This is an optimization exercise on Yosys and OpenROAD, whose aim is small area, a short achievable clock period and few clock cycles per item, not a production implementation. At most, simulation tests tie the RTL to the original design; equivalence was not proved. Power and IR drop assume default switching activity.

==> inputs of v21 <==
==> flow/design.v (excerpt) <==
module matrix_pipeline_mac_top (
    input wire clk,
    input wire rst,
    input wire start,
    input wire [7:0] a11, a12, a13,
    input wire [7:0] a21, a22, a23,
    input wire [7:0] a31, a32, a33,
    input wire [7:0] b11, b12, b13,
    input wire [7:0] b21, b22, b23,
    input wire [7:0] b31, b32, b33,
    output wire [15:0] c11, c12, c13,
    output wire [15:0] c21, c22, c23,
    output wire [15:0] c31, c32, c33,
    output reg done
);
    wire t11_p1_0_0 = ~(a11[0] & b11[0]);
    wire t11_p1_0_1 = ~(a11[0] & b11[1]);
    wire t11_p1_0_2 = ~(a11[0] & b11[2]);
    wire t11_p1_0_3 = ~(a11[0] & b11[3]);
    wire t11_p1_0_4 = ~(a11[0] & b11[4]);
    wire t11_p1_0_5 = ~(a11[0] & b11[5]);
    wire t11_p1_0_6 = ~(a11[0] & b11[6]);
    wire t11_p1_0_7 = ~(a11[0] & b11[7]);
    wire t11_p1_1_0 = ~(a11[1] & b11[0]);
    wire t11_p1_1_1 = ~(a11[1] & b11[1]);
    wire t11_p1_1_2 = ~(a11[1] & b11[2]);
    wire t11_p1_1_3 = ~(a11[1] & b11[3]);
    wire t11_p1_1_4 = ~(a11[1] & b11[4]);
    wire t11_p1_1_5 = ~(a11[1] & b11[5]);
    wire t11_p1_1_6 = ~(a11[1] & b11[6]);
    wire t11_p1_1_7 = ~(a11[1] & b11[7]);
    wire t11_p1_2_0 = ~(a11[2] & b11[0]);
    wire t11_p1_2_1 = ~(a11[2] & b11[1]);
    wire t11_p1_2_2 = ~(a11[2] & b11[2]);
    wire t11_p1_2_3 = ~(a11[2] & b11[3]);
    wire t11_p1_2_4 = ~(a11[2] & b11[4]);
    wire t11_p1_2_5 = ~(a11[2] & b11[5]);
    wire t11_p1_2_6 = ~(a11[2] & b11[6]);
    wire t11_p1_2_7 = ~(a11[2] & b11[7]);
    wire t11_p1_3_0 = ~(a11[3] & b11[0]);
    wire t11_p1_3_1 = ~(a11[3] & b11[1]);
    wire t11_p1_3_2 = ~(a11[3] & b11[2]);
    wire t11_p1_3_3 = ~(a11[3] & b11[3]);
    wire t11_p1_3_4 = ~(a11[3] & b11[4]);
    wire t11_p1_3_5 = ~(a11[3] & b11[5]);
    wire t11_p1_3_6 = ~(a11[3] & b11[6]);
    wire t11_p1_3_7 = ~(a11[3] & b11[7]);
    wire t11_p1_4_0 = ~(a11[4] & b11[0]);
    wire t11_p1_4_1 = ~(a11[4] & b11[1]);
    wire t11_p1_4_2 = ~(a11[4] & b11[2]);
    wire t11_p1_4_3 = ~(a11[4] & b11[3]);
    wire t11_p1_4_4 = ~(a11[4] & b11[4]);
    wire t11_p1_4_5 = ~(a11[4] & b11[5]);
    wire t11_p1_4_6 = ~(a11[4] & b11[6]);
    wire t11_p1_4_7 = ~(a11[4] & b11[7]);
    wire t11_p1_5_0 = ~(a11[5] & b11[0]);
    wire t11_p1_5_1 = ~(a11[5] & b11[1]);
  ...
clock: 6.0 ns
lec_check: 0
cap_margin: 20
core_margin: 2
core_utilization: 40
slew_margin: 20
synth_hierarchical: 1
synth_minimum_keep_size: 0
standard.sh (not shown) runs the stock make flow with config.mk's settings and CLKGATE_MAP_FILE= SYNTH_SCRIPT=/design/flow/synth_recipe.tcl, a recipe that flattens the netlist after the stock synthesis.
==> flow/flow/run.sh <==
#!/bin/bash
# The standard layout, with sky130_fd_sc_hd__buf_2 as the port buffers
# (ORFS otherwise buffers the ports with the slow clkdlybuf4s50_1 delay cell).
set -o pipefail
bash standard.sh BUFFER_PORTS_ARGS="-buffer_cell sky130_fd_sc_hd__buf_2" finish 2>&1 | tee standard_make.log
==> inputs of v10, as changes to v21 <==
--- a/flow/design.v
+++ b/flow/design.v
@@ -5390,31 +5390,40 @@
             t33_r21 <= t33_s167;
             t33_r22 <= t33_c167;
             t33_r23 <= t33_s168;
             t33_r24 <= t33_x2;
             t33_r25 <= t33_c175;
         end
     end
-    wire [9:0] t11_hi = {t11_r24, t11_r22, t11_r20, t11_r18, t11_r16, t11_r14, t11_r12, t11_r10, t11_r8, t11_r6} + {1'b1, t11_r23, t11_r21, t11_r19, t11_r17, t11_r15, t11_r13, t11_r11, t11_r9, t11_r7} + {9'd0, t11_r25};
+    wire [10:0] t11_hx = {{t11_r24, t11_r22, t11_r20, t11_r18, t11_r16, t11_r14, t11_r12, t11_r10, t11_r8, t11_r6}, 1'b1} + {{1'b1, t11_r23, t11_r21, t11_r19, t11_r17, t11_r15, t11_r13, t11_r11, t11_r9, t11_r7}, t11_r25};
+    wire [9:0] t11_hi = t11_hx[10:1];
     wire [15:0] t11_sum = ~{t11_hi, {t11_r5, t11_r4, t11_r3, t11_r2, t11_r1, t11_r0}};
-    wire [9:0] t12_hi = {t12_r24, t12_r22, t12_r20, t12_r18, t12_r16, t12_r14, t12_r12, t12_r10, t12_r8, t12_r6} + {1'b1, t12_r23, t12_r21, t12_r19, t12_r17, t12_r15, t12_r13, t12_r11, t12_r9, t12_r7} + {9'd0, t12_r25};
+    wire [10:0] t12_hx = {{t12_r24, t12_r22, t12_r20, t12_r18, t12_r16, t12_r14, t12_r12, t12_r10, t12_r8, t12_r6}, 1'b1} + {{1'b1, t12_r23, t12_r21, t12_r19, t12_r17, t12_r15, t12_r13, t12_r11, t12_r9, t12_r7}, t12_r25};
+    wire [9:0] t12_hi = t12_hx[10:1];
     wire [15:0] t12_sum = ~{t12_hi, {t12_r5, t12_r4, t12_r3, t12_r2, t12_r1, t12_r0}};
-    wire [9:0] t13_hi = {t13_r24, t13_r22, t13_r20, t13_r18, t13_r16, t13_r14, t13_r12, t13_r10, t13_r8, t13_r6} + {1'b1, t13_r23, t13_r21, t13_r19, t13_r17, t13_r15, t13_r13, t13_r11, t13_r9, t13_r7} + {9'd0, t13_r25};
+    wire [10:0] t13_hx = {{t13_r24, t13_r22, t13_r20, t13_r18, t13_r16, t13_r14, t13_r12, t13_r10, t13_r8, t13_r6}, 1'b1} + {{1'b1, t13_r23, t13_r21, t13_r19, t13_r17, t13_r15, t13_r13, t13_r11, t13_r9, t13_r7}, t13_r25};
+    wire [9:0] t13_hi = t13_hx[10:1];
     wire [15:0] t13_sum = ~{t13_hi, {t13_r5, t13_r4, t13_r3, t13_r2, t13_r1, t13_r0}};
-    wire [9:0] t21_hi = {t21_r24, t21_r22, t21_r20, t21_r18, t21_r16, t21_r14, t21_r12, t21_r10, t21_r8, t21_r6} + {1'b1, t21_r23, t21_r21, t21_r19, t21_r17, t21_r15, t21_r13, t21_r11, t21_r9, t21_r7} + {9'd0, t21_r25};
+    wire [10:0] t21_hx = {{t21_r24, t21_r22, t21_r20, t21_r18, t21_r16, t21_r14, t21_r12, t21_r10, t21_r8, t21_r6}, 1'b1} + {{1'b1, t21_r23, t21_r21, t21_r19, t21_r17, t21_r15, t21_r13, t21_r11, t21_r9, t21_r7}, t21_r25};
+    wire [9:0] t21_hi = t21_hx[10:1];
     wire [15:0] t21_sum = ~{t21_hi, {t21_r5, t21_r4, t21_r3, t21_r2, t21_r1, t21_r0}};
-    wire [9:0] t22_hi = {t22_r24, t22_r22, t22_r20, t22_r18, t22_r16, t22_r14, t22_r12, t22_r10, t22_r8, t22_r6} + {1'b1, t22_r23, t22_r21, t22_r19, t22_r17, t22_r15, t22_r13, t22_r11, t22_r9, t22_r7} + {9'd0, t22_r25};
+    wire [10:0] t22_hx = {{t22_r24, t22_r22, t22_r20, t22_r18, t22_r16, t22_r14, t22_r12, t22_r10, t22_r8, t22_r6}, 1'b1} + {{1'b1, t22_r23, t22_r21, t22_r19, t22_r17, t22_r15, t22_r13, t22_r11, t22_r9, t22_r7}, t22_r25};
+    wire [9:0] t22_hi = t22_hx[10:1];
     wire [15:0] t22_sum = ~{t22_hi, {t22_r5, t22_r4, t22_r3, t22_r2, t22_r1, t22_r0}};
-    wire [9:0] t23_hi = {t23_r24, t23_r22, t23_r20, t23_r18, t23_r16, t23_r14, t23_r12, t23_r10, t23_r8, t23_r6} + {1'b1, t23_r23, t23_r21, t23_r19, t23_r17, t23_r15, t23_r13, t23_r11, t23_r9, t23_r7} + {9'd0, t23_r25};
+    wire [10:0] t23_hx = {{t23_r24, t23_r22, t23_r20, t23_r18, t23_r16, t23_r14, t23_r12, t23_r10, t23_r8, t23_r6}, 1'b1} + {{1'b1, t23_r23, t23_r21, t23_r19, t23_r17, t23_r15, t23_r13, t23_r11, t23_r9, t23_r7}, t23_r25};
+    wire [9:0] t23_hi = t23_hx[10:1];
     wire [15:0] t23_sum = ~{t23_hi, {t23_r5, t23_r4, t23_r3, t23_r2, t23_r1, t23_r0}};
-    wire [9:0] t31_hi = {t31_r24, t31_r22, t31_r20, t31_r18, t31_r16, t31_r14, t31_r12, t31_r10, t31_r8, t31_r6} + {1'b1, t31_r23, t31_r21, t31_r19, t31_r17, t31_r15, t31_r13, t31_r11, t31_r9, t31_r7} + {9'd0, t31_r25};
+    wire [10:0] t31_hx = {{t31_r24, t31_r22, t31_r20, t31_r18, t31_r16, t31_r14, t31_r12, t31_r10, t31_r8, t31_r6}, 1'b1} + {{1'b1, t31_r23, t31_r21, t31_r19, t31_r17, t31_r15, t31_r13, t31_r11, t31_r9, t31_r7}, t31_r25};
+    wire [9:0] t31_hi = t31_hx[10:1];
     wire [15:0] t31_sum = ~{t31_hi, {t31_r5, t31_r4, t31_r3, t31_r2, t31_r1, t31_r0}};
-    wire [9:0] t32_hi = {t32_r24, t32_r22, t32_r20, t32_r18, t32_r16, t32_r14, t32_r12, t32_r10, t32_r8, t32_r6} + {1'b1, t32_r23, t32_r21, t32_r19, t32_r17, t32_r15, t32_r13, t32_r11, t32_r9, t32_r7} + {9'd0, t32_r25};
+    wire [10:0] t32_hx = {{t32_r24, t32_r22, t32_r20, t32_r18, t32_r16, t32_r14, t32_r12, t32_r10, t32_r8, t32_r6}, 1'b1} + {{1'b1, t32_r23, t32_r21, t32_r19, t32_r17, t32_r15, t32_r13, t32_r11, t32_r9, t32_r7}, t32_r25};
+    wire [9:0] t32_hi = t32_hx[10:1];
     wire [15:0] t32_sum = ~{t32_hi, {t32_r5, t32_r4, t32_r3, t32_r2, t32_r1, t32_r0}};
-    wire [9:0] t33_hi = {t33_r24, t33_r22, t33_r20, t33_r18, t33_r16, t33_r14, t33_r12, t33_r10, t33_r8, t33_r6} + {1'b1, t33_r23, t33_r21, t33_r19, t33_r17, t33_r15, t33_r13, t33_r11, t33_r9, t33_r7} + {9'd0, t33_r25};
+    wire [10:0] t33_hx = {{t33_r24, t33_r22, t33_r20, t33_r18, t33_r16, t33_r14, t33_r12, t33_r10, t33_r8, t33_r6}, 1'b1} + {{1'b1, t33_r23, t33_r21, t33_r19, t33_r17, t33_r15, t33_r13, t33_r11, t33_r9, t33_r7}, t33_r25};
+    wire [9:0] t33_hi = t33_hx[10:1];
     wire [15:0] t33_sum = ~{t33_hi, {t33_r5, t33_r4, t33_r3, t33_r2, t33_r1, t33_r0}};
     assign c11 = t11_sum;
     assign c12 = t12_sum;
     assign c13 = t13_sum;
     assign c21 = t21_sum;
     assign c22 = t22_sum;
     assign c23 = t23_sum;
==> flow/flow/run.sh (replaced) <==
#!/bin/bash
# The standard layout, with sky130_fd_sc_hd__buf_8 as the input port buffers
# and sky130_fd_sc_hd__buf_2 as the output port buffers (ORFS otherwise buffers
# every port with the slow clkdlybuf4s50_1 delay cell).  The output buffers
# are added right after global placement (flow/post_gpl.tcl), since the
# timing-driven global placement removes buffers before it buffers the ports.
set -o pipefail
bash standard.sh BUFFER_PORTS_ARGS="-inputs -buffer_cell sky130_fd_sc_hd__buf_8" \
    POST_GLOBAL_PLACE_TCL="$PWD/flow/post_gpl.tcl" finish 2>&1 | tee standard_make.log
==> flow/flow/post_gpl.tcl (new file) <==
# Buffer the output ports after global placement, with a small buffer: the
# output paths have slack to spare.
buffer_ports -outputs -buffer_cell sky130_fd_sc_hd__buf_2
==> flow/config.mk (replaced) <==
export PLATFORM = sky130hd
export DESIGN_NAME = matrix_pipeline_mac_top
export DESIGN_NICKNAME = matrix_pipeline_mac_top
export VERILOG_FILES = /design/flow/design.v
export SDC_FILE = /design/flow/constraint.sdc
export NUM_CORES = 4
export LEC_CHECK = 0
export CAP_MARGIN = 20
export CORE_MARGIN = 2
export CORE_UTILIZATION = 65
export SETUP_SLACK_MARGIN = 1.8
export SLEW_MARGIN = 20
export SYNTH_HIERARCHICAL = 1
export SYNTH_MINIMUM_KEEP_SIZE = 0
==> inputs of v29, as changes to v21 <==
==> flow/run.sh (new file) <==
#!/bin/bash
# synth_recipe.tcl (not shown) runs the flow's synth.tcl, then flattens the netlist and writes it again
# the make line also repeats each setting of config.mk as NAME=value (left out here)
make -C /OpenROAD-flow-scripts/flow DESIGN_CONFIG=/design/flow/config.mk WORK_HOME=/design/flow/orfs CLKGATE_MAP_FILE= SYNTH_SCRIPT=/design/flow/synth_recipe.tcl finish
--- a/flow/config.mk
+++ b/flow/config.mk
@@ -4,10 +4,11 @@
 export VERILOG_FILES = /design/flow/design.v
 export SDC_FILE = /design/flow/constraint.sdc
 export NUM_CORES = 4
 export LEC_CHECK = 0
 export CAP_MARGIN = 20
 export CORE_MARGIN = 2
 export CORE_UTILIZATION = 40
+export GPL_TIMING_DRIVEN = 0
 export SLEW_MARGIN = 20
 export SYNTH_HIERARCHICAL = 1
 export SYNTH_MINIMUM_KEEP_SIZE = 0
removed: flow/flow/run.sh
removed: flow/standard.sh
==> notes.md <==
- v10 finished clean. v21 passed the timing, design-rule and antenna checks. v29 finished with setup timing left.
- Against v29, the clock power of v21 is larger by 16%.
- Against v10, the cell area of v21 is smaller by about 4%.
- Count of clock-buffer cells in the layout: v21 < v10 < v29.
- In sequential cell count, v10 and v21 do not differ.
- Between v10 and v29, the lower wire length is in v10 (gap about 13%, measured against v29).
- Between v10 and v29, the lower hold slack is in v10 (gap 0.055 ns).
- In synthesized area, v29 and v21 do not differ.
==> figures <==
item	v10	v29	v21
Max Fclk	0.232 GHz	0.163 GHz	0.209 GHz
Detailed-route wire length	164 mm	189 mm	167 mm
Result of the run	finished clean	finished with violations	finished clean
Violated checks	-	setup timing	-
Number of buffers inserted during clock tree synthesis	30	30	31
Worst-case setup slack after placement	1.00 ns	-0.634 ns	0.564 ns
Initial cell density of the core	0.656	0.404	0.404
Seq/Total Area, Yosys	0.139	0.139	0.139
Distinct cells, synth	37	36	36
Comb group	0.0194 W	0.0202 W	0.0182 W
Multi-In Gates	3780	3762	3762
Portion of the clock cycle consumed by the worst path in the final layout	0.717	1.02	0.796
Buffer and inverter count on the worst path	2	2	1
Via total after detailed routing	37400	37900	36500
Class of the worst hold path	input port to async pin	register to register	input port to async pin
Area of the multi-input gates	43200 µm²	41600 µm²	41600 µm²
Cts repair resizes	64	0	0
Testbench counts of v21, summed over its fixed seeds: cycles 960, items 960.
Testbench counts of v29, summed over its fixed seeds: cycles 960, items 960.
For v10, only the layout was checked, not whether the RTL still works.

[what the ideal ports hide]
No port has a modelled driver above. Below, the same layouts with a new extraction and two added sets of constraints. Step 1 (the two cells are an assumption about what drives the block):
set clk [get_ports {clk}]
set_driving_cell -lib_cell sky130_fd_sc_hd__clkbuf_16 $clk
set_driving_cell -lib_cell sky130_fd_sc_hd__buf_2 [delete_from_list [all_inputs] $clk]
Step 2, shift: input delay + t, output delay - t, t = (earliest + latest rising clock arrival at the registers) / 2. This alone moves slack from input paths to output paths. a / b / c = ideal / step 1 / step 2; a / b = the first two.
run | t (ns) | setup slack, ns | worst register clock-pin slew, ns | pins driven straight from the clock port
v21 | 0.714 | 1.224 / 1.226 / 0.512 | 0.07 / 0.07 | 1
v10 | 0.691 | 1.696 / 1.561 / 0.870 | 0.07 / 0.07 | 1
v29 | 0.705 | -0.117 / -0.073 / -0.778 | 0.07 / 0.07 | 1
For v10, which loses most, drivers alone change the setup slack by -0.135 ns; drivers and shift together by -0.826 ns.
